This is an optimization exercise on Yosys and OpenROAD, whose aim is small area, not a production implementation. Function was checked by simulation only, so behaviour that the tests miss may differ from the original.

==> flow/design.v <==
module median_filter_resource_optimized
(
    input                ck100m,
    input                srst_n,
    input                enable,
    input        [15:0]  in,
    output               out_enable,
    output reg   [15:0]  out
);
    localparam int NT = 7;              
    localparam int L  = 17;             
    reg [15:0] win  [0:9];
    reg [15:0] tail [0:NT-1];            
    reg [1:0]  lane [0:9];               
    reg [L-1:0] cand;
    reg [3:0]  m;
    reg [3:0]  nval;                     
    reg [6:0]  q;                        
    wire idle = ~q[6] & ~q[1];           
    assign out_enable = ~q[1] & q[0];    
    wire s12  = ~q[2] & q[1];            
    logic [7:0] sel;                     
    logic [7:0] nsel;                    
    logic nidle;                         
    always_comb begin
        sel[0] = idle;
        for (int j = 1; j < 7; j++) sel[j] = q[7-j] & ~q[6-j];
        sel[7] = q[6] & q[0];
        nidle = (idle & ~enable) | s12;
        nsel[0] = nidle;
        nsel[1] = idle & enable;
        for (int j = 2; j < 8; j++) nsel[j] = sel[j-1];
    end
    logic [3:0] nval_next;
    always_comb nval_next = nval + {3'd0, enable && nval != 4'd10};
    always @(posedge ck100m or negedge srst_n) begin
        if (~srst_n) begin
            q    <= 7'd0;
            nval <= 4'd0;
        end else begin
            q    <= {idle ? enable : ~q[0], q[6:1]};
            nval <= nval_next;
        end
    end
    logic [15:0] w9sh;
    always_comb begin
        w9sh = '0;
        for (int j = 0; j < 7; j++)
            if (sel[j]) w9sh = w9sh | (win[9] << (2*j + 2));
    end
    logic [1:0] xw [0:9];
    logic [1:0] xin;
    always_comb begin
        for (int n = 0; n < 10; n++) begin
            xw[n] = 2'b00;
            for (int j = 0; j < 8; j++)
                if (nsel[j]) xw[n] = xw[n] | win[n][15-2*j -: 2];
        end
        xin = nidle ? in[15:14] : in[13:12];
    end
    always @(posedge ck100m) begin
        if (enable) begin
            win[0]  <= in;
            lane[0] <= xin;
            for (int i = 1; i < 10; i++) begin
                win[i]  <= win[i-1];
                lane[i] <= xw[i-1];
            end
        end else begin
            for (int i = 0; i < 10; i++) lane[i] <= xw[i];
        end
        tail[0][15:2] <= w9sh[15:2];
        for (int t = 1; t < NT; t++)
            for (int b = 2 + 2*t; b < 16; b++) tail[t][b] <= tail[t-1][b-2];
    end
    function automatic [3:0] tsum(input [16:0] x, input [3:0] m);
        logic t1, t2, t3, t4, t5, t6, t7, t8, t9, t10, t11, t12, t13, t14, t15, t16, t17, t18, t19, t20, t21, t22, t23, t24, t25, t26, t27, t28, t29, t30, g0, g1, g2, p0, p1, p2, c1, c2, c3;
        t1 = m[0] ^ x[0] ^ x[10]; t2 = (m[0] & x[0]) | (m[0] & x[10]) | (x[0] & x[10]);
        t3 = x[11] ^ x[12] ^ x[13]; t4 = (x[11] & x[12]) | (x[11] & x[13]) | (x[12] & x[13]);
        t5 = x[14] ^ x[15] ^ x[16]; t6 = (x[14] & x[15]) | (x[14] & x[16]) | (x[15] & x[16]);
        t7 = x[1] ^ x[2] ^ x[3]; t8 = (x[1] & x[2]) | (x[1] & x[3]) | (x[2] & x[3]);
        t9 = x[4] ^ x[5] ^ x[6]; t10 = (x[4] & x[5]) | (x[4] & x[6]) | (x[5] & x[6]);
        t11 = x[7] ^ x[8] ^ x[9]; t12 = (x[7] & x[8]) | (x[7] & x[9]) | (x[8] & x[9]);
        t13 = t1 ^ t11 ^ t3; t14 = (t1 & t11) | (t1 & t3) | (t11 & t3);
        t15 = t5 ^ t7 ^ t9; t16 = (t5 & t7) | (t5 & t9) | (t7 & t9);
        t17 = m[1] ^ t10 ^ t12; t18 = (m[1] & t10) | (m[1] & t12) | (t10 & t12);
        t19 = t2 ^ t4 ^ t6; t20 = (t2 & t4) | (t2 & t6) | (t4 & t6);
        t21 = t8 ^ t14 ^ t16; t22 = (t8 & t14) | (t8 & t16) | (t14 & t16);
        t23 = t17 ^ t19 ^ t21; t24 = (t17 & t19) | (t17 & t21) | (t19 & t21);
        t25 = m[2] ^ t18 ^ t20; t26 = (m[2] & t18) | (m[2] & t20) | (t18 & t20);
        t27 = t22 ^ t25 ^ t24; t28 = (t22 & t25) | (t22 & t24) | (t25 & t24);
        t29 = m[3] ^ t26 ^ t28; t30 = (m[3] & t26) | (m[3] & t28) | (t26 & t28);
        g0 = t13 & t15; p0 = t13 ^ t15;
        g1 = t23 & 1'b0; p1 = t23 ^ 1'b0;
        g2 = t27 & 1'b0; p2 = t27 ^ 1'b0;
        c1 = g0; c2 = g1 | (p1 & g0); c3 = g2 | (p2 & g1) | (p2 & p1 & g0);
        tsum = {c3 | t29 | t30, p2 ^ c2, p1 ^ c1, p0};
    endfunction
    logic [1:0] ln [0:L-1];
    logic [L-1:0] lt1, lt2, lt3, c_new;
    logic [3:0] s1, s2, s3, m_new;
    logic i1, i2, i3, ok1, ok2, ok3, cin;
    logic [1:0] d;
    always_comb begin
        for (int n = 0; n < 10; n++) ln[n] = lane[n];
        for (int t = 0; t < NT; t++) ln[10+t] = tail[t][15:14];
        for (int n = 0; n < L; n++) begin
            lt1[n] = cand[n] & ~ln[n][1] & ~ln[n][0];
            lt2[n] = cand[n] & ~ln[n][1];
            lt3[n] = cand[n] & ~(ln[n][1] & ln[n][0]);
        end
        i1 = idle & ~in[15] & ~in[14];
        i2 = idle & ~in[15];
        i3 = idle & ~(in[15] & in[14]);
        s1 = tsum(lt1, m);
        s2 = tsum(lt2, m);
        s3 = tsum(lt3, m);
        ok1 = ~s1[3] & ~(i1 & (s1[2:0] == 3'd7));
        ok2 = ~s2[3] & ~(i2 & (s2[2:0] == 3'd7));
        ok3 = ~s3[3] & ~(i3 & (s3[2:0] == 3'd7));
        if (ok3)      begin d = 2'd3; m_new = s3 + {3'd0, i3}; end
        else if (ok2) begin d = 2'd2; m_new = s2 + {3'd0, i2}; end
        else if (ok1) begin d = 2'd1; m_new = s1 + {3'd0, i1}; end
        else          begin d = 2'd0; m_new = m; end
        for (int n = 0; n < L; n++) c_new[n] = cand[n] & (ln[n] == d);
        cin = idle & (in[15:14] == d);
    end
    always @(posedge ck100m or negedge srst_n) begin
        if (~srst_n) begin
            cand <= '0;
            m    <= 4'd12;
        end else if (nidle) begin
            for (int n = 0; n < L; n++) cand[n] <= (n < 10) && (n < nval_next);
            m <= 4'd12 - nval_next;
        end else begin
            m <= m_new;
            cand[9:0]    <= enable ? {c_new[8:0], cin} : c_new[9:0];
            cand[10]     <= enable & c_new[9];
            cand[L-1:11] <= c_new[L-2:10];
        end
    end
    always @(posedge ck100m) begin
        for (int j = 0; j < 8; j++)
            if (sel[j]) out[15-2*j -: 2] <= d;
    end
endmodule
==> flow/flow/run.sh <==
#!/bin/bash
# The standard layout (standard.sh), with two changes:
#  - the port buffers are sky130_fd_sc_hd__buf_1 rather than the default choice;
#  - clock tree synthesis inserts no dummy loads and builds the tree from
#    sky130_fd_sc_hd__clkbuf_8, with the sink clustering of config.mk.
# make's full output goes to flow.log in this folder; ORFS keeps each step's log
# under orfs/logs/.
set -euo pipefail
bash standard.sh \
  "BUFFER_PORTS_ARGS=-buffer_cell sky130_fd_sc_hd__buf_1" \
  "CTS_ARGS=-sink_clustering_enable -repair_clock_nets -dont_use_dummy_load -buf_list sky130_fd_sc_hd__clkbuf_8 -sink_clustering_size 20 -sink_clustering_max_diameter 50" \
  finish > flow.log 2>&1
==> flow/standard.sh <==
#!/bin/bash
# synth_recipe.tcl (not shown) runs the flow's synth.tcl, then flattens the netlist and writes it again
# the make line also repeats each setting of config.mk as NAME=value (left out here)
make -C /OpenROAD-flow-scripts/flow DESIGN_CONFIG=/design/flow/config.mk WORK_HOME=/design/flow/orfs CLKGATE_MAP_FILE= SYNTH_SCRIPT=/design/flow/synth_recipe.tcl "${@:-finish}"
==> flow/config.mk <==
export PLATFORM = sky130hd
export DESIGN_NAME = median_filter_resource_optimized
export DESIGN_NICKNAME = median_filter_resource_optimized
export VERILOG_FILES = /design/flow/design.v
export SDC_FILE = /design/flow/constraint.sdc
export NUM_CORES = 4
export LEC_CHECK = 0
export ABC_AREA = 1
export CAP_MARGIN = 20
export CORE_MARGIN = 2
export CORE_UTILIZATION = 55
export CTS_CLUSTER_DIAMETER = 50
export CTS_CLUSTER_SIZE = 20
export SLEW_MARGIN = 20
==> flow/constraint.sdc <==
create_clock -name core_clock -period 5.0 [get_ports {ck100m}]
set_input_delay 1.0000 -clock core_clock [delete_from_list [all_inputs] [get_ports {ck100m}]]
set_output_delay 1.0000 -clock core_clock [all_outputs]
set_load 0.01 [all_outputs]
==> results of run 1 <==
cell usage after synthesis, types with 2 or more instances:
| library cell | n |
|---|---|
| nand2_1 | 220 |
| edfxtp_1 | 176 |
| inv_1 | 132 |
| dfxtp_1 | 76 |
| nand3_1 | 76 |
| nor2_1 | 69 |
| a21oi_1 | 48 |
| a22o_1 | 42 |
| fa_1 | 42 |
| dfrtp_1 | 30 |
| o21ai_0 | 23 |
| nand4_1 | 18 |
| ha_1 | 15 |
| o22ai_1 | 14 |
| clkbuf_1 | 12 |
| buf_2 | 7 |
| nor2_2 | 7 |
| o221ai_1 | 6 |
| xor2_1 | 6 |
| buf_6 | 5 |
| nand2_8 | 4 |
| xnor2_1 | 4 |
| buf_1 | 3 |
| clkinv_1 | 3 |
| inv_2 | 3 |
| a221oi_1 | 2 |
| buf_4 | 2 |
| dfstp_2 | 2 |
| inv_4 | 2 |
| nand2_2 | 2 |
| nand2_4 | 2 |
| nand3_2 | 2 |
| nor2_4 | 2 |
| nor2_8 | 2 |
| nor3_1 | 2 |
| nor3_2 | 2 |
critical path, stage by stage (launching register included):
cell and delay, ps:
dfxtp_2 360, inv_1 50, nand2_1 100, nand2_1 90
fa_1 530, inv_1 70, fa_1 410, fa_1 470
fa_1 400, fa_1 370, inv_1 70, fa_1 390
or2_2 320, a21oi_4 150, nand2_4 140, buf_8 190
nand3_1 70, nand3_1 70, nor2_1 160, nand2_1 80
nand3_1 80
logic make-up (layout without fill, tap and decap cells):
kind of cell / Yosys count / after routing
compound gates: 140 / 140
xor+xnor: 10 / 10
buf+inv: 170 / 217
flops: 284 / 284
simple gates: 414 / 415
fa+ha+maj: 57 / 57
worst paths after layout:
| check | from | slack (ps) | endpoint |
|---|---|---|---|
| min in group asynchronous | srst_n | 530 | cand[6] |
| max in group asynchronous | srst_n | 3820 | m[0] |
| min | tail[0][10] | 300 | tail[1][12] |
| max | lane[1][1] | 250 | cand[1] |
| max reg2reg | lane[1][1] | 250 | cand[1] |
| min reg2reg | tail[0][10] | 300 | tail[1][12] |
cell type report:
type / instances / area [µm²] / share of cell area
repair buffers: 50 / 273 / 0.0208
flip-flops and latches: 284 / 7610 / 0.579
inverters: 140 / 531 / 0.0404
well taps: 280 / 350 / 0.0267
multi-input cells: 622 / 4000 / 0.305
clock buffers: 27 / 372 / 0.0283
per-layer routing:
metal	wire length, µm	vias up	track usage
met3	801	30	0.0238
met4	491	0	0.0450
met5	0	-	0
li1	-	3702	-
met1	11700	3663	0.304
met2	12400	135	0.367
metrics by stage:
stage	instance area, µm²	setup TNS, ps	std cells	hold WS, ps
4_1_cts	13100	0	1398	291
3_5_place_dp	12700	0	1371	312
5_1_grt	13100	-2.76	1403	292
2_1_floorplan	12300	0	1075	310
3_3_place_gp	12700	0	1371	310
6_report	13100	0	1403	297
flip-flops by register name, summed over array words and instances, names as in the netlist:
register and flops:
nval 4, m 4, lane 20, win 160, q 7, tail 56
out 16, cand 17
repair_timing:
item | CTS | global route
gates cloned | 0 | 1
setup endpoints to repair | 3 | 21
gates resized for setup | 1 | 10
pin swaps | 0 | 3
buffers inserted | 0 | 4
==> flow_summary.toml, run 1 <==
[run_status]
status = "timing/DRC/antenna clean"

[drt]
wl_per_cell_um = 18.1
dr.pass1.iters = 5
drt_first_iter_violations = 462
vias = 7530
viasPerCell = 5.37
drtAntennaViolNets = 0
drt_wl_total_um = 25400
route.detailed.drc = 0

[floorplan]
die_h_um = 153
die_x_um = 153
floorplan.initialDensity = 0.561
ioPinCount = 36
core_um2 = 21900
num_rows = 54
die-area_um2 = 23600

[sta]
fin_crit_sh = 0.951
max_freq_ghz = 0.210
hold_viol_final = 0
slew_viol_final = 0
final.min_clock_period_ps = 4750
max_slew_margin = 0.352
tightestPinTransition_ps = 972
setup_ws_ps = 246
setup_viol = 0
finClkSkew_ps = 102

[cells_and_area]
final_nets = 1201
nFillCells = 1863
drive_above_1_share = 0.0801
areaGrowthSynthToFinish_pct = 6.93
antenna_cells = 0
utilization = 0.600
final_cell_mix = "nand2_1 (220), edfxtp_1 (176), inv_1 (131)"
final_common_cell = "nand2_1"

[clocking]
clock_latency_ps = 590
cts_max_level = 1
clock-sinks = 284
cts_buffers = 27
ctsHoldBuffers = 0
clock_tree.root_cell = "clkbuf_8"
clk_pin_slew_ps = 100
clock_path_buffers = 3
cts_tree = "yes"

[yosys]
synthSimpleGateAreaFrac = 0.155
yosysTopAreaCell = "edfxtp_1"
synthAdderAreaFrac = 0.0837
ys_ff_latch = 284
seq_area_frac_synth = 0.619
avgSynthCellArea_um2 = 11.4
synth_compound_area_frac = 0.0765
synth_top_area_frac = 0.430
netlist_top_cells_area = "edfxtp_1 (43%), dfxtp_1 (12%), fa_1 (6.8%)"
synth.net_count = 1151
yosysWarnings = 6
synth_top_family_by_area = "simple AND/OR/NAND/NOR gates"
synth_xor_area_frac = 0.00713
synthMuxAreaShare = 0
synthesis.area_um2 = 12300
postSynth.asyncResetShare = 0.113
synth-edff-count = 176
synthCells = 1075
ys_types = 48
ys.flop_type = "edfxtp_1"

[placed_design]
place_ws_ps = 60.1
dpl.hpwl_um = 18200
gp_congestion = 0.869
port_buffers = 35

[critical_path]
critPathKind = "reg2reg"
critPathArrivalTime_ps = 5190
crit_fanout = 18
crit_path_start_kind = "flop"
end_kind = "flop"
rr_worst_depth = 20
critical_path_required_ps = 5440

[global_routing]
grt_max_degree = 163
antenna_found_initial = 0
grt_overflow = 0
grt_pass1_wl_um = 39800
grtUsageTotal = 0.216
first_global_vias = 7428

[worst_hold_path]
hold_path.class = "reg2reg"
hold_path_depth = 0

[run]
cap_viol_max_count = 0
==> run 2: changes to the inputs <==
--- a/flow/config.mk
+++ b/flow/config.mk
@@ -6,9 +6,10 @@
 export NUM_CORES = 4
 export LEC_CHECK = 0
 export ABC_AREA = 1
+export ABC_CLOCK_PERIOD_IN_PS = 8000
 export CAP_MARGIN = 20
 export CORE_MARGIN = 2
-export CORE_UTILIZATION = 55
+export CORE_UTILIZATION = 40
 export CTS_CLUSTER_DIAMETER = 50
 export CTS_CLUSTER_SIZE = 20
 export SLEW_MARGIN = 20
==> run 2 against run 1 <==
  * Utilization is 16 points lower
  * Setup slack better by 18 ps
  * Non-clock buffer count is 4 higher
  * Via count is 1.7% higher
  * Count of clock-buffer cells in the layout is 2 higher
  * Routed wire length is 2.2% lower
  * Largest cell class unchanged
==> flow_summary.toml, run 2 <==
[run_status]
status = "timing/DRC/antenna clean"

[global_routing]
grt_pass1_wl_um = 39500
grtUsageTotal = 0.160
grt_overflow = 0
first_global_vias = 7639
grt_max_degree = 147
antenna_found_initial = 0

[drt]
viasPerCell = 5.03
drt_wl_total_um = 24800
route.detailed.drc = 0
drtAntennaViolNets = 0
wl_per_cell_um = 16.3
drt_first_iter_violations = 580
vias = 7660
dr.pass1.iters = 6

[cells_and_area]
design_area_um2 = 13300
final_cells = 1524
areaGrowthSynthToFinish_pct = 8.36
final_common_cell = "nand2_1"
largest_reg_flops = 160
antenna_cells = 0
top_register = "win"
final_nets = 1206
largestRegisters = "win x160, tail x56, lane x20"
drive_above_1_share = 0.0807
final_cell_mix = "nand2_1 (220), edfxtp_1 (176), inv_1 (132)"

[worst_hold_path]
hold_path.class = "reg2reg"
hold_path_depth = 0
hold_path_end = "tail[1][6]"
hp-start = "tail[0][4]"

[placed_design]
place_ws_ps = 220
dpl.hpwl_um = 17600
gp_congestion = 0.823
dp.cells = 1487
port_buffers = 35
dpl-instance-area_um2 = 12800

[clocking]
clock-sinks = 284
clock_latency_ps = 580
cts_max_level = 1
cts_tree = "yes"
clock_tree.root_cell = "clkbuf_8"
clock_path_buffers = 3
cts_buffers = 29
clk_pin_slew_ps = 100

[sta]
max_slew_margin = 0.257
timing.hold.ws_ps = 283
finClkSkew_ps = 70.2
final.min_clock_period_ps = 4740
tns_ps = 0
max_freq_ghz = 0.211
setup_viol = 0
setup_ws_ps = 264
fin_crit_sh = 0.947
hold_viol_final = 0
tightestPinTransition_ps = 1110
slew_viol_final = 0
rsz0062_at_grt = "false"

[yosys]
netlist_top_cells_area = "edfxtp_1 (43%), dfxtp_1 (12%), fa_1 (6.8%)"
postSynth.asyncResetShare = 0.113
seq_area_frac_synth = 0.619
avgSynthCellArea_um2 = 11.4
yosysWarnings = 6
ys_ff_latch = 284
synthCells = 1075
synth_commonest_cells = "nand2_1 (220), edfxtp_1 (176), inv_1 (132)"
synth_top_area_frac = 0.430
synth-edff-count = 176
ys_types = 48
yosysTopAreaCell = "edfxtp_1"
post-synth-top-count-cell = "nand2_1"
ys.flop_type = "edfxtp_1"
synthesis.area_um2 = 12300
synth.net_count = 1151

[critical_path]
crit_path_start_kind = "flop"
critical_path_required_ps = 5470
cp_cell_sequence = "inv_1, o21ai_0, fa_1, fa_1, fa_1, fa_1, fa_1, inv_1, fa_1, or2_2, a21oi_2, nand2_4, buf_4, nand3_1, nand2_1, nor2_1, nand3_1, nand3_1"
crit_fanout = 11
max_stage_delay_ps = 490
r2r_slack_ps = 260
critPathMostFrequentCell = "fa_1"
rr_worst_depth = 18
r2r-start = "lane[0][0]"
critPathArrivalTime_ps = 5200
cpLargestDelayFamily = "adder cells"
startpoint = "lane[0][0]"
critPathKind = "reg2reg"
end_kind = "flop"
crit_buf_inv = 3
crit_slowest_cell = "fa_1"
r2r-end = "cand[8]"

[floorplan]
die_h_um = 179
floorplan.initialDensity = 0.404
core_um2 = 30400
ioPinCount = 36
die_x_um = 179
num_rows = 64
die-area_um2 = 32100

[run]
cap_viol_max_count = 0
-- run 2: cell counts after synthesis --
Identical to the previous run, type by type.
-- run 2: what timing repair did --
action | 4_1_cts | 5_1_grt
setup buffers | 0 | 8
setup endpoints to repair | 0 | 13
hold buffers | 0 | 0
resized for setup | 0 | 6
-- run 2: cell families after synthesis --
group / share of synthesized area
compound gates: 0.0765
fa+ha+maj: 0.0837
xor+xnor: 0.00713
buf+inv: 0.0580
flops: 0.619
simple gates: 0.155
-- run 2: metrics by stage --
stage,util
floorplan,-
global placement,0.422
detailed placement,0.422
CTS,0.435
global route,0.438
finish,0.438
-- run 2: worst register-to-register path: stages, from the launching register on --
cell	delay, ps
dfxtp_1	380
inv_1	100
o21ai_0	230
fa_1	490
fa_1	450
fa_1	480
fa_1	390
fa_1	380
inv_1	80
fa_1	400
or2_2	310
a21oi_2	150
nand2_4	150
buf_4	220
nand3_1	70
nand2_1	50
nor2_1	130
nand3_1	90
nand3_1	100
-- run 2: worst max-delay path by stage --
stage / to / slack (ps) / depth (start not counted)
2_1_floorplan: m[1] / 560 / 18
3_3_place_gp: cand[4] / 300 / 20
3_5_place_dp: cand[5] / 220 / 18
4_1_cts: cand[12] / 190 / 17
5_1_grt: cand[9] / 20 / 18
6_report: cand[8] / 260 / 18
-- run 2: per-layer routing --
| metal | GRT usage | wire [µm] | part of all wire | vias up |
|---|---|---|---|---|
| met3 | 0.0250 | 1240 | 0.050 | 62 |
| li1 | - | - | - | 3704 |
| met1 | 0.213 | 11100 | 0.45 | 3674 |
| met2 | 0.262 | 11500 | 0.46 | 220 |
| met5 | 0 | 0 | 0 | - |
| met4 | 0.0608 | 928 | 0.037 | 0 |
-- run 2: cell type report --
type / instances / area, µm²
clock buffer: 29 / 399
fill: 2851 / 17100
inverter: 140 / 533
multi-input combinational: 621 / 3990
sequential: 284 / 7610
tap: 396 / 495
timing repair buffer: 54 / 292
==> run 3: changes to the inputs <==
--- a/flow/config.mk
+++ b/flow/config.mk
@@ -6,10 +6,10 @@
 export NUM_CORES = 4
 export LEC_CHECK = 0
 export ABC_AREA = 1
-export ABC_CLOCK_PERIOD_IN_PS = 8000
 export CAP_MARGIN = 20
 export CORE_MARGIN = 2
 export CORE_UTILIZATION = 40
 export CTS_CLUSTER_DIAMETER = 50
 export CTS_CLUSTER_SIZE = 20
+export GPL_TIMING_DRIVEN = 0
 export SLEW_MARGIN = 20
==> run 3 against run 2 <==
  * First-iteration DRC count is 6.6% higher
  * Clock skew is 8.0 ps higher
  * Maximum frequency is 0.34% lower
  * Critical path depth stayed put
  * Register-to-register slack worse by 20 ps
  * Still clean on timing, DRC and antenna
==> flow_summary.toml, run 3 <==
[run_status]
status = "timing/DRC/antenna clean"

[floorplan]
die_h_um = 179
ioPinCount = 36
core_um2 = 30400
die-area_um2 = 32100
die_x_um = 179
num_rows = 64
floorplan.initialDensity = 0.404

[yosys]
yosysTopAreaCell = "edfxtp_1"
ys_ff_latch = 284
synth-edff-count = 176
synth.net_count = 1151
seq_area_frac_synth = 0.619
post-synth-top-count-cell = "nand2_1"
synthCells = 1075
avgSynthCellArea_um2 = 11.4
synth_top_area_frac = 0.430
ys.flop_type = "edfxtp_1"
ys_types = 48
yosysWarnings = 6
synth_commonest_cells = "nand2_1 (220), edfxtp_1 (176), inv_1 (132)"
synthesis.area_um2 = 12300
postSynth.asyncResetShare = 0.113
netlist_top_cells_area = "edfxtp_1 (43%), dfxtp_1 (12%), fa_1 (6.8%)"

[drt]
drt_wl_total_um = 26700
vias = 7769
drtAntennaViolNets = 0
route.detailed.drc = 0
wl_per_cell_um = 17.3
drt_first_iter_violations = 618
dr.pass1.iters = 5
viasPerCell = 5.04

[sta]
finClkSkew_ps = 78.2
max_freq_ghz = 0.210
final.min_clock_period_ps = 4750
hold_viol_final = 0
timing.hold.ws_ps = 256
fin_crit_sh = 0.950
setup_ws_ps = 248
tightestPinTransition_ps = 847
setup_viol = 0
slew_viol_final = 0
max_slew_margin = 0.435

[clocking]
clock_tree.root_cell = "clkbuf_8"
cts_buffers = 27
clk_pin_slew_ps = 100
clock_latency_ps = 580
cts_max_level = 1
clock-sinks = 284
cts_tree = "yes"
clock_path_buffers = 3

[critical_path]
r2r-start = "lane[0][1]"
critPathMostFrequentCell = "fa_1"
critPathKind = "reg2reg"
cpLargestDelayFamily = "adder cells"
critPathArrivalTime_ps = 5160
crit_fanout = 13
crit_buf_inv = 4
crit_path_start_kind = "flop"
startpoint = "lane[0][1]"
critical_path_required_ps = 5410
crit_slowest_cell = "fa_1"
end_kind = "flop"
max_stage_delay_ps = 480
cp_cell_sequence = "inv_1, o21ai_2, fa_1, fa_1, fa_1, fa_1, fa_1, inv_1, fa_1, or2_2, a21oi_4, nand2_4, buf_12, nand2_8, buf_12, nand2_1, nand4_1, nand3_1"

[cells_and_area]
top_register = "win"
drive_above_1_share = 0.0803
final_common_cell = "nand2_1"
antenna_cells = 0
largest_reg_flops = 160
final_nets = 1223
areaGrowthSynthToFinish_pct = 9.37
largestRegisters = "win x160, tail x56, lane x20"
design_area_um2 = 13400
nFillCells = 2855
final_cell_mix = "nand2_1 (220), edfxtp_1 (176), inv_1 (132)"

[global_routing]
grt_max_degree = 37
grt_overflow = 0
grtUsageTotal = 0.173
first_global_vias = 7920
grt_pass1_wl_um = 42000
antenna_found_initial = 0

[run]
cap_viol_max_count = 0

[placed_design]
place_ws_ps = 91.9
dpl-instance-area_um2 = 13000
port_buffers = 35
gp_congestion = 0.896
dpl.hpwl_um = 19400

[worst_hold_path]
hold_path.class = "in2async"
==> run 3: cell counts after synthesis <==
No cell type changed its count.
==> run 3: final cells by class <==
| cell class | instances | area [µm²] | share of cell area |
|---|---|---|---|
| well taps | 396 | 495 | 0.0369 |
| flip-flops and latches | 284 | 7610 | 0.567 |
| inverters | 140 | 531 | 0.0395 |
| multi-input cells | 621 | 3980 | 0.296 |
| repair buffers | 43 | 256 | 0.0191 |
| plain buffers | 30 | 191 | 0.0142 |
| clock buffers | 27 | 372 | 0.0276 |
==> run 3: per-layer routing <==
layer | track usage | wire [µm]
met4 | 0.0551 | 685
met1 | 0.226 | 11700
met2 | 0.292 | 12800
met3 | 0.0303 | 1580
met5 | 0 | 0
==> run 3: cell families after synthesis <==
| group | synth area share |
|---|---|
| AND/OR/NAND/NOR | 0.155 |
| flip-flops | 0.619 |
| buffers and inverters | 0.0580 |
| AO/OA/AOI/OAI | 0.0765 |
| adder cells (fa/ha/maj) | 0.0837 |
| XOR/XNOR | 0.00713 |
==> run 3: worst paths after layout <==
check | end | cells after the start | slack, ps
hold reg to reg | tail[4][12] | 0 | 320
setup / recovery | cand[0] | 18 | 250
hold / removal | cand[14] | 1 | 260
min in group core_clock | tail[4][12] | 0 | 320
setup reg to reg | cand[0] | 18 | 250
max in group asynchronous | m[2] | 2 | 4220
==> run 3: worst register-to-register path, delay by kind of cell, from the launching register on <==
family / cells / cell delay (ps)
adders and majority gates: 6 / 2560
and+or+nand+nor: 6 / 830
AOI/OAI and AO/OA: 2 / 320
buffers and inverters: 4 / 510
DFF: 1 / 380
==> run 3: timing repair <==
item | 4_1_cts | 5_1_grt
hold buffers | 0 | 0
gates resized for setup | 0 | 15
setup buffers | 0 | 3
setup endpoints to repair | 0 | 16
==> run 3: per-stage QoR <==
step | std cells | TNS [ps] | util
after CTS | 1538 | 0 | 0.440
after global placement | 1506 | -563870 | 0.424
after global routing | 1541 | -10.0 | 0.442
after floorplan | 1075 | 0 | -
after detailed placement | 1511 | 0 | 0.428
final | 1541 | 0 | 0.442
==> run 4: changes to the inputs <==
--- a/flow/config.mk
+++ b/flow/config.mk
@@ -11,5 +11,4 @@
 export CORE_UTILIZATION = 40
 export CTS_CLUSTER_DIAMETER = 50
 export CTS_CLUSTER_SIZE = 20
-export GPL_TIMING_DRIVEN = 0
 export SLEW_MARGIN = 20
==> run 4 against run 3 <==
  * Sequential share of layout area is 0.49 points higher
  * Register-to-register slack better by 20 ps
  * Setup slack better by 16 ps
  * Largest cell class unchanged
  * Non-clock buffer count fell by 19
  * Global-route usage shrank 1.3 points
==> flow_summary.toml, run 4 <==
[run_status]
status = "timing/DRC/antenna clean"

[critical_path]
cpLargestDelayFamily = "adder cells"
max_stage_delay_ps = 490
crit_fanout = 11
r2r-end = "cand[8]"
rr_worst_depth = 18
startpoint = "lane[0][0]"
end_kind = "flop"
crit_buf_inv = 3
crit_slowest_cell = "fa_1"
r2r-start = "lane[0][0]"
r2r_slack_ps = 260
crit_path_start_kind = "flop"
critical_path_required_ps = 5470
critPathKind = "reg2reg"
critPathArrivalTime_ps = 5200
critPathMostFrequentCell = "fa_1"
cp_cell_sequence = "inv_1, o21ai_0, fa_1, fa_1, fa_1, fa_1, fa_1, inv_1, fa_1, or2_2, a21oi_2, nand2_4, buf_4, nand3_1, nand2_1, nor2_1, nand3_1, nand3_1"

[cells_and_area]
areaGrowthSynthToFinish_pct = 8.36
largest_reg_flops = 160
utilization = 0.438
design_area_um2 = 13300
antenna_cells = 0
largestRegisters = "win x160, tail x56, lane x20"
nFillCells = 2851
top_register = "win"
final_cell_mix = "nand2_1 (220), edfxtp_1 (176), inv_1 (132)"
final_common_cell = "nand2_1"
final_nets = 1206
drive_above_1_share = 0.0807

[run]
cap_viol_max_count = 0

[clocking]
cts_max_level = 1
cts_tree = "yes"
clock_latency_ps = 580
clk_pin_slew_ps = 100
ctsHoldBuffers = 0
cts_buffers = 29
clock_tree.root_cell = "clkbuf_8"
clock_path_buffers = 3
clock-sinks = 284

[floorplan]
core_um2 = 30400
die_x_um = 179
die_h_um = 179
die-area_um2 = 32100
num_rows = 64
floorplan.initialDensity = 0.404
ioPinCount = 36

[worst_hold_path]
hp-start = "tail[0][4]"
hold_path.class = "reg2reg"
hold_path_end = "tail[1][6]"
hold_path_depth = 0

[placed_design]
dpl.hpwl_um = 17600
port_buffers = 35
dpl-instance-area_um2 = 12800
gp_congestion = 0.823

[yosys]
seq_area_frac_synth = 0.619
yosysWarnings = 6
synthCells = 1075
synth.net_count = 1151
synth_commonest_cells = "nand2_1 (220), edfxtp_1 (176), inv_1 (132)"
synth_top_area_frac = 0.430
ys.flop_type = "edfxtp_1"
post-synth-top-count-cell = "nand2_1"
ys_types = 48
synthesis.area_um2 = 12300
avgSynthCellArea_um2 = 11.4
ys_ff_latch = 284
postSynth.asyncResetShare = 0.113
synth-edff-count = 176
netlist_top_cells_area = "edfxtp_1 (43%), dfxtp_1 (12%), fa_1 (6.8%)"
yosysTopAreaCell = "edfxtp_1"

[sta]
final.min_clock_period_ps = 4740
setup_viol = 0
finClkSkew_ps = 70.2
slew_viol_final = 0
fin_crit_sh = 0.947
max_freq_ghz = 0.211
hold_viol_final = 0
tns_ps = 0
tightestPinTransition_ps = 1110
max_slew_margin = 0.257
rsz0062_at_grt = "false"
timing.hold.ws_ps = 283

[drt]
route.detailed.drc = 0
drt_wl_total_um = 24800
wl_per_cell_um = 16.3
vias = 7660
drt_first_iter_violations = 580
dr.pass1.iters = 6
drtAntennaViolNets = 0
viasPerCell = 5.03

[global_routing]
first_global_vias = 7639
grtUsageTotal = 0.160
antenna_found_initial = 0
grt_overflow = 0
grt_max_degree = 147
grt_pass1_wl_um = 39500
-- run 4: how the worst max path moves through the flow --
stage / to / slack, ps / depth (start not counted)
2_1_floorplan: m[1] / 560 / 18
5_1_grt: cand[9] / 20 / 18
3_3_place_gp: cand[4] / 300 / 20
6_report: cand[8] / 260 / 18
3_5_place_dp: cand[5] / 220 / 18
4_1_cts: cand[12] / 190 / 17
-- run 4: cells by family after synthesis --
family	Yosys count	share of synthesized area
adder cells (fa/ha/maj)	57	0.0837
buffers and inverters	170	0.0580
AO/OA/AOI/OAI	140	0.0765
XOR/XNOR	10	0.00713
AND/OR/NAND/NOR	414	0.155
flip-flops	284	0.619
-- run 4: timing repair --
action	in CTS	in global routing
gates resized for setup	0	6
setup buffers	0	8
setup endpoints to repair	0	13
-- run 4: area by class of cell --
cell class | instances | area (µm²) | area share
sequential | 284 | 7610 | 0.571
timing repair buffer | 54 | 292 | 0.0219
inverter | 140 | 533 | 0.0400
clock buffer | 29 | 399 | 0.0300
tap | 396 | 495 | 0.0372
multi-input combinational | 621 | 3990 | 0.299
-- run 4: through the flow --
step | worst slack (ps) | instances
floorplan | 555 | 1075
global placement | 297 | 1487
detailed placement | 220 | 1487
CTS | 189 | 1516
global route | 23.4 | 1524
finish | 264 | 1524
-- run 4: per-layer routing --
metal  track usage  share of wire  vias to the layer above
li1              -              -                     3704
met1         0.213           0.45                     3674
met2         0.262           0.46                      220
met3        0.0250          0.050                       62
met4        0.0608          0.037                        0
met5             0              0                        -
==> run 5: changes to the inputs <==
--- a/flow/flow/run.sh
+++ b/flow/flow/run.sh
@@ -8,5 +8,5 @@
 set -euo pipefail
 bash standard.sh \
   "BUFFER_PORTS_ARGS=-buffer_cell sky130_fd_sc_hd__buf_1" \
-  "CTS_ARGS=-sink_clustering_enable -repair_clock_nets -dont_use_dummy_load -buf_list sky130_fd_sc_hd__clkbuf_8 -sink_clustering_size 20 -sink_clustering_max_diameter 50" \
+  "CTS_ARGS=-sink_clustering_enable -repair_clock_nets -dont_use_dummy_load -buf_list sky130_fd_sc_hd__clkbuf_4 -sink_clustering_size 12 -sink_clustering_max_diameter 40" \
   finish > flow.log 2>&1
==> run 5 against run 4 <==
  * Cell count grew 0.59%
  * Clock skew up 36 ps
  * Critical path type unchanged
  * Area after synthesis stayed put
  * Final area is 0.88% lower
  * Synthesized cell count unchanged
  * First-iteration DRC count is 2.4% lower
  * Worst hold slack better by 23 ps
  * Sequential share of layout area is 0.52 points higher
  * Via count grew 0.42%
==> flow_summary.toml, run 5 <==
[yosys]
yosysWarnings = 6
postSynth.asyncResetShare = 0.113
yosysTopAreaCell = "edfxtp_1"
synth.net_count = 1151
synth_top_area_frac = 0.430
post-synth-top-count-cell = "nand2_1"
synthCells = 1075
avgSynthCellArea_um2 = 11.4
ys_types = 48
synth_commonest_cells = "nand2_1 (220), edfxtp_1 (176), inv_1 (132)"
ys_ff_latch = 284
synth-edff-count = 176
synthesis.area_um2 = 12300
ys.flop_type = "edfxtp_1"
netlist_top_cells_area = "edfxtp_1 (43%), dfxtp_1 (12%), fa_1 (6.8%)"
seq_area_frac_synth = 0.619

[placed_design]
gp_congestion = 0.823
place_ws_ps = 220
port_buffers = 35
dpl.hpwl_um = 17600

[sta]
setup_viol = 0
timing.hold.ws_ps = 306
fin_crit_sh = 0.950
final.min_clock_period_ps = 4750
rsz0062_at_grt = "false"
hold_viol_final = 0
slew_viol_final = 0
tns_ps = 0
max_freq_ghz = 0.211
finClkSkew_ps = 106
max_slew_margin = 0.277
tightestPinTransition_ps = 1080
setup_ws_ps = 250

[clocking]
ctsHoldBuffers = 0
cts_buffers = 37
cts_tree = "yes"
clock_latency_ps = 650
cts_max_level = 2
clock_path_buffers = 3
clock-sinks = 284
clock_tree.root_cell = "clkbuf_4"
clk_pin_slew_ps = 120

[critical_path]
cp_cell_sequence = "inv_1, o21ai_0, fa_1, fa_1, fa_1, fa_1, fa_1, inv_1, fa_1, or2_2, a21oi_2, nand2_4, buf_4, o21ai_0, nand2_1, nand2_1, o21ai_0"
r2r-end = "m[1]"
r2r-start = "lane[6][0]"
cpLargestDelayFamily = "adder cells"
max_stage_delay_ps = 500
crit_buf_inv = 3
crit_fanout = 9
cp.depth = 17
r2r_slack_ps = 250
critPathKind = "reg2reg"
critical_path_required_ps = 5410
crit_end = "m[1]"
critPathArrivalTime_ps = 5160
rr_worst_depth = 17
crit_path_start_kind = "flop"
startpoint = "lane[6][0]"
end_kind = "flop"
crit_slowest_cell = "fa_1"
critPathMostFrequentCell = "fa_1"

[floorplan]
die_h_um = 179
num_rows = 64
floorplan.initialDensity = 0.404
core_um2 = 30400
die_x_um = 179
ioPinCount = 36
die-area_um2 = 32100

[cells_and_area]
utilization = 0.434
largest_reg_flops = 160
top_register = "win"
areaGrowthSynthToFinish_pct = 7.40
final_nets = 1214
drive_above_1_share = 0.0880
final_cell_mix = "nand2_1 (220), edfxtp_1 (176), inv_1 (132)"
largestRegisters = "win x160, tail x56, lane x20"
final_common_cell = "nand2_1"

[drt]
route.detailed.drc = 0
viasPerCell = 5.02
vias = 7692
drtAntennaViolNets = 0
drt_first_iter_violations = 566
wl_per_cell_um = 16.3
drt_wl_total_um = 25000
dr.pass1.iters = 5

[worst_hold_path]
hold_path.class = "reg2reg"
hp-start = "tail[0][7]"

[global_routing]
grtUsageMet1 = 0.216
grt_pass1_wl_um = 39900
grt_max_degree = 147
antenna_found_initial = 1
grt_overflow = 0
first_global_vias = 7696
grtUsageTotal = 0.162
gr-usage-met3 = 0.0254
grtUsageMet2 = 0.267
grt-busiest-layer = "met2"

[run_status]
status = "timing/DRC/antenna clean"

[run]
cap_viol_max_count = 0
[run 5: cell count changes in the layout (fill, tap and decap cells not counted), sizes merged]
cell    change
diode       +1
clkbuf      +8
[run 5: layer usage]
layer | up-vias | routed length (µm)
met5 | - | 0
met3 | 46 | 1160
met2 | 187 | 11800
met4 | 0 | 720
met1 | 3728 | 11300
li1 | 3731 | -
[run 5: kinds of logic after synthesis]
kind of cell / count (synthesis) / synth area share
xor+xnor: 10 / 0.00713
flops: 284 / 0.619
compound gates: 140 / 0.0765
buf+inv: 170 / 0.0580
fa+ha+maj: 57 / 0.0837
simple gates: 414 / 0.155
[run 5: how the worst min path moves through the flow]
stage	to	slack, ps	cells past startpoint
4_1_cts	tail[1][7]	300	0
3_3_place_gp	tail[1][4]	310	0
6_report	tail[1][9]	310	0
5_1_grt	tail[4][10]	310	0
2_1_floorplan	tail[1][10]	310	0
3_5_place_dp	tail[1][5]	310	0
[run 5: per-stage QoR]
stage / std cells / instance area, µm²
2_1_floorplan: 1075 / 12300
3_3_place_gp: 1487 / 12800
3_5_place_dp: 1487 / 12800
4_1_cts: 1524 / 13100
5_1_grt: 1533 / 13200
6_report: 1533 / 13200
[run 5: repair_timing]
item	in CTS	in global routing
resized for setup	0	7
setup endpoints to repair	0	17
setup buffers	0	8
[run 5: area by class of cell]
class	instances	area, µm²
diodes	1	2.50
clock buffers	37	278
fillers	2872	17200
inverters	140	533
multi-input cells	621	3990
flip-flops and latches	284	7610
well taps	396	495
repair buffers	54	292
==> run 6: changes to the inputs <==
--- a/flow/flow/run.sh
+++ b/flow/flow/run.sh
@@ -8,5 +8,5 @@
 set -euo pipefail
 bash standard.sh \
   "BUFFER_PORTS_ARGS=-buffer_cell sky130_fd_sc_hd__buf_1" \
-  "CTS_ARGS=-sink_clustering_enable -repair_clock_nets -dont_use_dummy_load -buf_list sky130_fd_sc_hd__clkbuf_4 -sink_clustering_size 12 -sink_clustering_max_diameter 40" \
+  "CTS_ARGS=-sink_clustering_enable -repair_clock_nets -dont_use_dummy_load -buf_list {sky130_fd_sc_hd__clkbuf_4 sky130_fd_sc_hd__clkbuf_8} -sink_clustering_size 12 -sink_clustering_max_diameter 40" \
   finish > flow.log 2>&1
==> run 6 against run 5 <==
  * Utilization increased by 0.75 points
  * Count of clock-buffer cells in the layout stayed put
  * Cell count is essentially flat
  * Routed wire length is 0.11% lower
  * Critical path type unchanged
  * Non-clock buffer count stayed put
  * Flip-flop and latch count unchanged
  * Critical endpoint is now cand[8]
  * Via count down 0.13%
  * Largest cell class unchanged
==> flow_summary.toml, run 6 <==
[drt]
drtAntennaViolNets = 0
route.detailed.drc = 0
viasPerCell = 5.01
drt_first_iter_violations = 514
vias = 7682
drt_wl_total_um = 24900
wl_per_cell_um = 16.3
dr.pass1.iters = 5

[run_status]
status = "timing/DRC/antenna clean"

[sta]
max_slew_margin = 0.262
tightestPinTransition_ps = 1110
tns_ps = 0
finClkSkew_ps = 65.4
hold_viol_final = 0
slew_viol_final = 0
fin_crit_sh = 0.948
setup_viol = 0
timing.hold.ws_ps = 311
max_freq_ghz = 0.211
final.min_clock_period_ps = 4740
rsz0062_at_grt = "false"

[cells_and_area]
top_register = "win"
antenna_cells = 0
final_cell_mix = "nand2_1 (220), edfxtp_1 (176), inv_1 (132)"
final_nets = 1214
design_area_um2 = 13400
largestRegisters = "win x160, tail x56, lane x20"
utilization = 0.441
areaGrowthSynthToFinish_pct = 9.25
largest_reg_flops = 160
nFillCells = 2850
drive_above_1_share = 0.0871
final_common_cell = "nand2_1"

[yosys]
ys_ff_latch = 284
synth_top_area_frac = 0.430
synth.net_count = 1151
synth_commonest_cells = "nand2_1 (220), edfxtp_1 (176), inv_1 (132)"
synth-edff-count = 176
avgSynthCellArea_um2 = 11.4
ys.flop_type = "edfxtp_1"
netlist_top_cells_area = "edfxtp_1 (43%), dfxtp_1 (12%), fa_1 (6.8%)"
synthesis.area_um2 = 12300
post-synth-top-count-cell = "nand2_1"
synthCells = 1075
postSynth.asyncResetShare = 0.113
seq_area_frac_synth = 0.619
yosysWarnings = 6
ys_types = 48
yosysTopAreaCell = "edfxtp_1"

[critical_path]
crit_slowest_cell = "fa_1"
max_stage_delay_ps = 550
crit_path_start_kind = "flop"
crit_fanout = 11
critPathMostFrequentCell = "fa_1"
critPathArrivalTime_ps = 5160
end_kind = "flop"
cp_cell_sequence = "a21oi_1, fa_1, inv_1, fa_1, fa_1, fa_1, fa_1, inv_1, fa_1, or2_2, a21oi_2, nand2_4, buf_4, nand3_1, nand2_1, nor2_1, nand3_1, nand3_1"
critPathKind = "reg2reg"
critical_path_required_ps = 5420

[clocking]
clock_latency_ps = 530
cts_tree = "yes"
clock_path_buffers = 3
clock_tree.root_cell = "clkbuf_8"
cts_buffers = 37
clock-sinks = 284
cts_max_level = 2
clk_pin_slew_ps = 70

[placed_design]
dpl-instance-area_um2 = 12800
dpl.hpwl_um = 17600
port_buffers = 35
gp_congestion = 0.823

[floorplan]
die_x_um = 179
die_h_um = 179
floorplan.initialDensity = 0.404
core_um2 = 30400
ioPinCount = 36
num_rows = 64
die-area_um2 = 32100

[global_routing]
grt_overflow = 0
grt_max_degree = 147
first_global_vias = 7711
grt_pass1_wl_um = 39900
grtUsageTotal = 0.162
antenna_found_initial = 0

[worst_hold_path]
hold_path.class = "reg2reg"

[run]
cap_viol_max_count = 0
[run 6: cell counts after synthesis]
Identical to the previous run, type by type.
[run 6: metrics by stage]
| stage | cells | worst slack (ps) |
|---|---|---|
| after floorplan | 1075 | 555 |
| after global placement | 1487 | 297 |
| after detailed placement | 1487 | 220 |
| after CTS | 1524 | 160 |
| after global routing | 1532 | 41.6 |
| final | 1532 | 258 |
[run 6: what timing repair did]
| item | 4_1_cts | 5_1_grt |
|---|---|---|
| setup endpoints to repair | 0 | 13 |
| hold buffers | 0 | 0 |
| setup buffers | 0 | 8 |
| gates resized for setup | 0 | 6 |
[run 6: kinds of logic (layout without fill, tap and decap cells)]
group	count (synthesis)	in the layout	synth area share
compound gates	140	140	0.0765
xor+xnor	10	10	0.00713
fa+ha+maj	57	57	0.0837
buf+inv	170	231	0.0580
flops	284	284	0.619
simple gates	414	414	0.155
[run 6: final timing paths]
kind,start,slack [ps],cells after the start,to
worst max register to register,tail[4][14],260,18,cand[8]
min in group asynchronous,srst_n,590,1,q[0]
max in group asynchronous,srst_n,3770,1,m[0]
worst min register to register,tail[0][9],310,0,tail[1][11]
worst min-delay path,tail[0][9],310,0,tail[1][11]
worst max-delay path,tail[4][14],260,18,cand[8]
[run 6: area by class of cell]
type	count	area [µm²]	area share
clock buffers	37	509	0.0379
multi-input cells	621	3990	0.297
well taps	396	495	0.0369
flip-flops and latches	284	7610	0.567
repair buffers	54	292	0.0217
inverters	140	533	0.0397
[run 6: critical path: cells and delay by family, from the launching register on]
family | cells | cell delay, ps
fa+ha+maj | 6 | 2620
simple gates | 7 | 910
flops | 1 | 430
buf+inv | 3 | 370
compound gates | 2 | 290
[run 6: layer usage]
metal | track usage | vias up | routed length (µm)
met4 | 0.0591 | 0 | 745
met3 | 0.0274 | 46 | 1200
met2 | 0.267 | 192 | 11700
met5 | 0 | - | 0
met1 | 0.216 | 3726 | 11300
li1 | - | 3718 | -
==> run 7: changes to the inputs <==
--- a/flow/flow/run.sh
+++ b/flow/flow/run.sh
@@ -8,5 +8,5 @@
 set -euo pipefail
 bash standard.sh \
   "BUFFER_PORTS_ARGS=-buffer_cell sky130_fd_sc_hd__buf_1" \
-  "CTS_ARGS=-sink_clustering_enable -repair_clock_nets -dont_use_dummy_load -buf_list {sky130_fd_sc_hd__clkbuf_4 sky130_fd_sc_hd__clkbuf_8} -sink_clustering_size 12 -sink_clustering_max_diameter 40" \
+  "CTS_ARGS=-sink_clustering_enable -repair_clock_nets -dont_use_dummy_load -buf_list sky130_fd_sc_hd__clkbuf_4 -sink_clustering_size 9 -sink_clustering_max_diameter 35" \
   finish > flow.log 2>&1
==> run 7 against run 6 <==
  * Still clean
  * Register-to-register slack about the same
  * Flip-flop and latch count did not move
  * Synthesized cell count unchanged
  * Routed wire length barely moved
  * Clock skew grew 20 ps
  * Utilization down 0.58 points
==> flow_summary.toml, run 7 <==
[clocking]
clock_tree.root_cell = "clkbuf_4"
cts_max_level = 2
clock_latency_ps = 660
clk_pin_slew_ps = 90
clock-sinks = 284
clock_path_buffers = 3
cts_buffers = 47
cts_tree = "yes"

[placed_design]
dpl.hpwl_um = 17600
port_buffers = 35
gp_congestion = 0.823

[yosys]
postSynth.asyncResetShare = 0.113
ys_types = 48
post-synth-top-count-cell = "nand2_1"
avgSynthCellArea_um2 = 11.4
yosysTopAreaCell = "edfxtp_1"
ys_ff_latch = 284
synthesis.area_um2 = 12300
synth_commonest_cells = "nand2_1 (220), edfxtp_1 (176), inv_1 (132)"
ys.flop_type = "edfxtp_1"
netlist_top_cells_area = "edfxtp_1 (43%), dfxtp_1 (12%), fa_1 (6.8%)"
yosysWarnings = 6
synthCells = 1075
synth-edff-count = 176
synth_top_area_frac = 0.430
synth.net_count = 1151
seq_area_frac_synth = 0.619

[floorplan]
die_h_um = 179
die-area_um2 = 32100
die_x_um = 179
floorplan.initialDensity = 0.404
ioPinCount = 36
num_rows = 64
core_um2 = 30400

[sta]
final.min_clock_period_ps = 4740
max_slew_margin = 0.277
finClkSkew_ps = 85.4
tns_ps = 0
fin_crit_sh = 0.947
rsz0062_at_grt = "false"
slew_viol_final = 0
hold_viol_final = 0
setup_viol = 0
tightestPinTransition_ps = 1080
max_freq_ghz = 0.211

[drt]
drt_first_iter_violations = 524
vias = 7776
drt_wl_total_um = 25000
wl_per_cell_um = 16.2
viasPerCell = 5.05
dr.pass1.iters = 9
route.detailed.drc = 0
drtAntennaViolNets = 0

[global_routing]
grtUsageTotal = 0.162
grt_overflow = 0
antenna_found_initial = 1
first_global_vias = 7743
grt_pass1_wl_um = 39800
grt_max_degree = 147

[cells_and_area]
largestRegisters = "win x160, tail x56, lane x20"
final_common_cell = "nand2_1"
top_register = "win"
areaGrowthSynthToFinish_pct = 7.82
nFillCells = 2868
final_cell_mix = "nand2_1 (220), edfxtp_1 (176), inv_1 (132)"
final_nets = 1221
largest_reg_flops = 160
drive_above_1_share = 0.0927

[run]
cap_viol_max_count = 0

[critical_path]
critPathKind = "reg2reg"
critPathArrivalTime_ps = 5290
end_kind = "flop"
crit_fanout = 11
critical_path_required_ps = 5550
crit_path_start_kind = "flop"

[run_status]
status = "timing/DRC/antenna clean"

[worst_hold_path]
hold_path.class = "reg2reg"
-- run 7: layout make-up --
class                           instances  area, µm²  area share
Sequential cell                       284       7610       0.574
Multi-Input combinational cell        621       3990       0.301
Inverter                              140        533      0.0402
Tap cell                              396        495      0.0374
Clock buffer                           47        353      0.0266
Timing Repair Buffer                   51        269      0.0203
Antenna cell                            1       2.50    0.000189
-- run 7: critical path, cell delays in order, from the launching register on --
cell and delay (ps):
dfxtp_1 430, a21oi_1 130, fa_1 550, inv_1 90, fa_1 450, fa_1 450
fa_1 390, fa_1 380, inv_1 80, fa_1 400, or2_2 310, a21oi_2 150
nand2_4 150, buf_4 220, nand3_1 70, nand2_1 50, nor2_1 140, nand3_1 110
nand3_1 100
-- run 7: worst paths after layout --
| check | startpoint | to | slack [ps] | depth (start not counted) |
|---|---|---|---|---|
| worst max-delay path | tail[4][14] | cand[7] | 260 | 18 |
| worst min-delay path | tail[0][12] | tail[1][14] | 310 | 0 |
| worst max register to register | tail[4][14] | cand[7] | 260 | 18 |
| worst min register to register | tail[0][12] | tail[1][14] | 310 | 0 |
| max in group asynchronous | srst_n | m[0] | 3880 | 1 |
| min in group asynchronous | srst_n | q[0] | 460 | 1 |
-- run 7: logic make-up after synthesis --
family	after synthesis	share of synthesized area
AOI/OAI and AO/OA	140	0.0765
buffers and inverters	170	0.0580
xor gates and xnor gates	10	0.00713
DFF	284	0.619
and+or+nand+nor	414	0.155
adders and majority gates	57	0.0837
-- run 7: per-layer routing --
metal  vias up  global-route usage  wire, µm
li1       3755                   -         -
met1      3723               0.213     11200
met2       247               0.264     11700
met3        51              0.0320      1360
met4         0              0.0642       766
met5         -                   0         0
-- run 7: through the flow --
step | worst slack (ps) | cells | hold slack [ps] | util | cell area (µm²)
CTS | 152 | 1534 | 297 | 0.434 | 13200
finish | 264 | 1540 | 311 | 0.435 | 13300
global route | 12.3 | 1540 | 290 | 0.435 | 13300
floorplan | 555 | 1075 | 310 | - | 12300
global placement | 297 | 1487 | 311 | 0.422 | 12800
detailed placement | 220 | 1487 | 312 | 0.422 | 12800
-- run 7: timing repair --
action	CTS	global route
endpoints found under the hold margin	0	0
gates resized for setup	0	6
setup endpoints to repair	0	18
hold buffers	0	0
setup buffers	0	5
==> run 8: changes to the inputs <==
--- a/flow/flow/run.sh
+++ b/flow/flow/run.sh
@@ -8,5 +8,5 @@
 set -euo pipefail
 bash standard.sh \
   "BUFFER_PORTS_ARGS=-buffer_cell sky130_fd_sc_hd__buf_1" \
-  "CTS_ARGS=-sink_clustering_enable -repair_clock_nets -dont_use_dummy_load -buf_list sky130_fd_sc_hd__clkbuf_4 -sink_clustering_size 9 -sink_clustering_max_diameter 35" \
+  "CTS_ARGS=-sink_clustering_enable -repair_clock_nets -dont_use_dummy_load -buf_list sky130_fd_sc_hd__clkbuf_8 -sink_clustering_size 23 -sink_clustering_max_diameter 55" \
   finish > flow.log 2>&1
--- a/flow/config.mk
+++ b/flow/config.mk
@@ -9,6 +9,6 @@
 export CAP_MARGIN = 20
 export CORE_MARGIN = 2
 export CORE_UTILIZATION = 40
-export CTS_CLUSTER_DIAMETER = 50
-export CTS_CLUSTER_SIZE = 20
+export CTS_CLUSTER_DIAMETER = 55
+export CTS_CLUSTER_SIZE = 23
 export SLEW_MARGIN = 20
==> run 8 against run 7 <==
  * Global-route usage is 0.28 points lower
  * Flip-flop and latch count stayed put
  * Highest routed layer unchanged
  * Critical endpoint is now cand[8]
==> flow_summary.toml, run 8 <==
[cells_and_area]
largest_reg_flops = 160
multi_input_area_um2 = 3990
drive_above_1_share = 0.0774
design_area_um2 = 13300
largestRegisters = "win x160, tail x56, lane x20"
top_register = "win"
nFillCells = 2861
final_cells = 1520
utilization = 0.436
antenna_cells = 0
areaGrowthSynthToFinish_pct = 7.91
final_common_cell = "nand2_1"
seq_area_um2 = 7610
final_cell_mix = "nand2_1 (220), edfxtp_1 (176), inv_1 (132)"
final_nets = 1202

[global_routing]
grtUsageTotal = 0.159
first_global_vias = 7593
antenna_found_initial = 0
grt-busiest-layer = "met2"
grtUsageMet1 = 0.214
grtUsageMet2 = 0.263
gr-usage-met3 = 0.0214
grt_pass1_wl_um = 39300
grt_overflow = 0
grt_max_degree = 147

[critical_path]
end_kind = "flop"
critical_path_required_ps = 5440
startpoint = "lane[2][1]"
crit_path_start_kind = "flop"
crit_fanout = 11
critPathKind = "reg2reg"
critPathArrivalTime_ps = 5190
r2r-start = "lane[2][1]"

[clocking]
cts_tree = "yes"
cts_max_level = 1
cts_buffers = 25
clock_latency_ps = 560
clk_pin_slew_ps = 100
clock_path_buffers = 3
clock_tree.root_cell = "clkbuf_8"
clock-sinks = 284
ctsHoldBuffers = 0

[floorplan]
die_x_um = 179
floorplan.initialDensity = 0.404
num_rows = 64
die_h_um = 179
die-area_um2 = 32100
ioPinCount = 36
core_um2 = 30400

[sta]
hold_viol_final = 0
finClkSkew_ps = 65.6
max_freq_ghz = 0.211
timing.hold.ws_ps = 307
max_slew_margin = 0.269
tightestPinTransition_ps = 1100
setup_viol = 0
fin_crit_sh = 0.950
setup_ws_ps = 252
slew_viol_final = 0
final.min_clock_period_ps = 4750
tns_ps = 0
rsz0062_at_grt = "false"

[placed_design]
port_buffers = 35
dpl.hpwl_um = 17600
gp_congestion = 0.823
place_ws_ps = 220
dpl-instance-area_um2 = 12800
dp.cells = 1487

[yosys]
ys_types = 48
seq_area_frac_synth = 0.619
synthCells = 1075
postSynth.asyncResetShare = 0.113
synth_top_area_frac = 0.430
synthesis.area_um2 = 12300
ys_ff_latch = 284
synth.net_count = 1151
avgSynthCellArea_um2 = 11.4
netlist_top_cells_area = "edfxtp_1 (43%), dfxtp_1 (12%), fa_1 (6.8%)"
post-synth-top-count-cell = "nand2_1"
yosysWarnings = 6
synth-edff-count = 176
ys.flop_type = "edfxtp_1"
yosysTopAreaCell = "edfxtp_1"
synth_commonest_cells = "nand2_1 (220), edfxtp_1 (176), inv_1 (132)"

[run_status]
status = "timing/DRC/antenna clean"

[drt]
viasPerCell = 5.04
dr.pass1.iters = 5
wl_per_cell_um = 16.3
vias = 7655
drt_wl_total_um = 24700
drtAntennaViolNets = 0
route.detailed.drc = 0
drt_first_iter_violations = 560

[worst_hold_path]
hold_path.class = "reg2reg"
hp-start = "tail[0][13]"

[run]
cap_viol_max_count = 0
## run 8: cell counts after synthesis
Identical to the previous run, type by type.
## run 8: cell type report
type | count | share of cell area
Sequential cell | 284 | 0.574
Multi-Input combinational cell | 621 | 0.301
Inverter | 140 | 0.0402
Tap cell | 396 | 0.0374
Clock buffer | 25 | 0.0259
Timing Repair Buffer | 54 | 0.0220
## run 8: repair_timing
| item | 4_1_cts | 5_1_grt |
|---|---|---|
| hold endpoints to repair | 0 | 0 |
| gates resized for setup | 0 | 5 |
| setup endpoints to repair | 0 | 11 |
| setup buffers | 0 | 8 |
## run 8: final timing paths
check,endpoint,slack (ps),cells past startpoint
worst max-delay path,cand[8],250,20
worst min register to register,tail[1][15],310,0
min in group asynchronous,q[0],560,1
worst min-delay path,tail[1][15],310,0
worst max register to register,cand[8],250,20
max in group asynchronous,m[0],3800,1
## run 8: worst max-delay path, cell delays in order, from the launching register on
cell     delay, ps
dfxtp_1        390
inv_1           80
nand2_1        120
nand2_1         90
fa_1           510
inv_1           60
fa_1           410
fa_1           460
fa_1           390
fa_1           380
inv_1           80
fa_1           400
or2_2          310
a21oi_2        150
nand2_4        150
buf_4          210
nand3_1         70
nand2_1         50
nor2_1         140
nand3_1        100
nand3_1        100
## run 8: metal layers
| layer | wire (µm) | vias up |
|---|---|---|
| met5 | 0 | - |
| met4 | 964 | 0 |
| met3 | 1150 | 55 |
| met2 | 11500 | 227 |
| met1 | 11100 | 3677 |
| li1 | - | 3696 |
## run 8: cells by family (layout without fill, tap and decap cells)
logic type | Yosys count | in the layout | synth area share
simple gates | 414 | 414 | 0.155
fa+ha+maj | 57 | 57 | 0.0837
flops | 284 | 284 | 0.619
buf+inv | 170 | 219 | 0.0580
xor+xnor | 10 | 10 | 0.00713
compound gates | 140 | 140 | 0.0765

-- afterwards: timing with drivers on the ports --
How much do the figures lean on ideal ports? The routed layouts below were timed once more, with nothing changed but the port constraints. Step 1: set_driving_cell puts a clkbuf_16 on ck100m and a buf_2 on each other input, an assumption about the parent block. Step 2 also shifts input and output timing later by t, the mid clock arrival at the registers, as if the neighbouring blocks saw the same clock. a / b / c = no drivers / after step 1 / after step 2; a / b = the first two.
run | t, ns | slack for setup (ns) | latest minus earliest clock arrival (ns) | worst slew at a driven data input, ns | pins driven straight from the clock port
run 1 | 0.588 | 0.246 / 0.246 / 0.246 | 0.110 / 0.110 | 0.03 | 1
run 2 | 0.607 | 0.264 / 0.264 / 0.264 | 0.089 / 0.089 | 0.03 | 1
run 3 | 0.596 | 0.248 / 0.248 / 0.248 | 0.099 / 0.099 | 0.03 | 1
run 4 | 0.607 | 0.264 / 0.264 / 0.264 | 0.089 / 0.089 | 0.03 | 1
run 5 | 0.650 | 0.250 / 0.250 / 0.250 | 0.114 / 0.114 | 0.03 | 1
run 6 | 0.549 | 0.258 / 0.258 / 0.258 | 0.071 / 0.071 | 0.03 | 1
run 7 | 0.666 | 0.264 / 0.264 / 0.264 | 0.085 / 0.085 | 0.03 | 1
run 8 | 0.578 | 0.252 / 0.252 / 0.252 | 0.080 / 0.080 | 0.03 | 1
After both steps setup and hold are still met in every run listed.
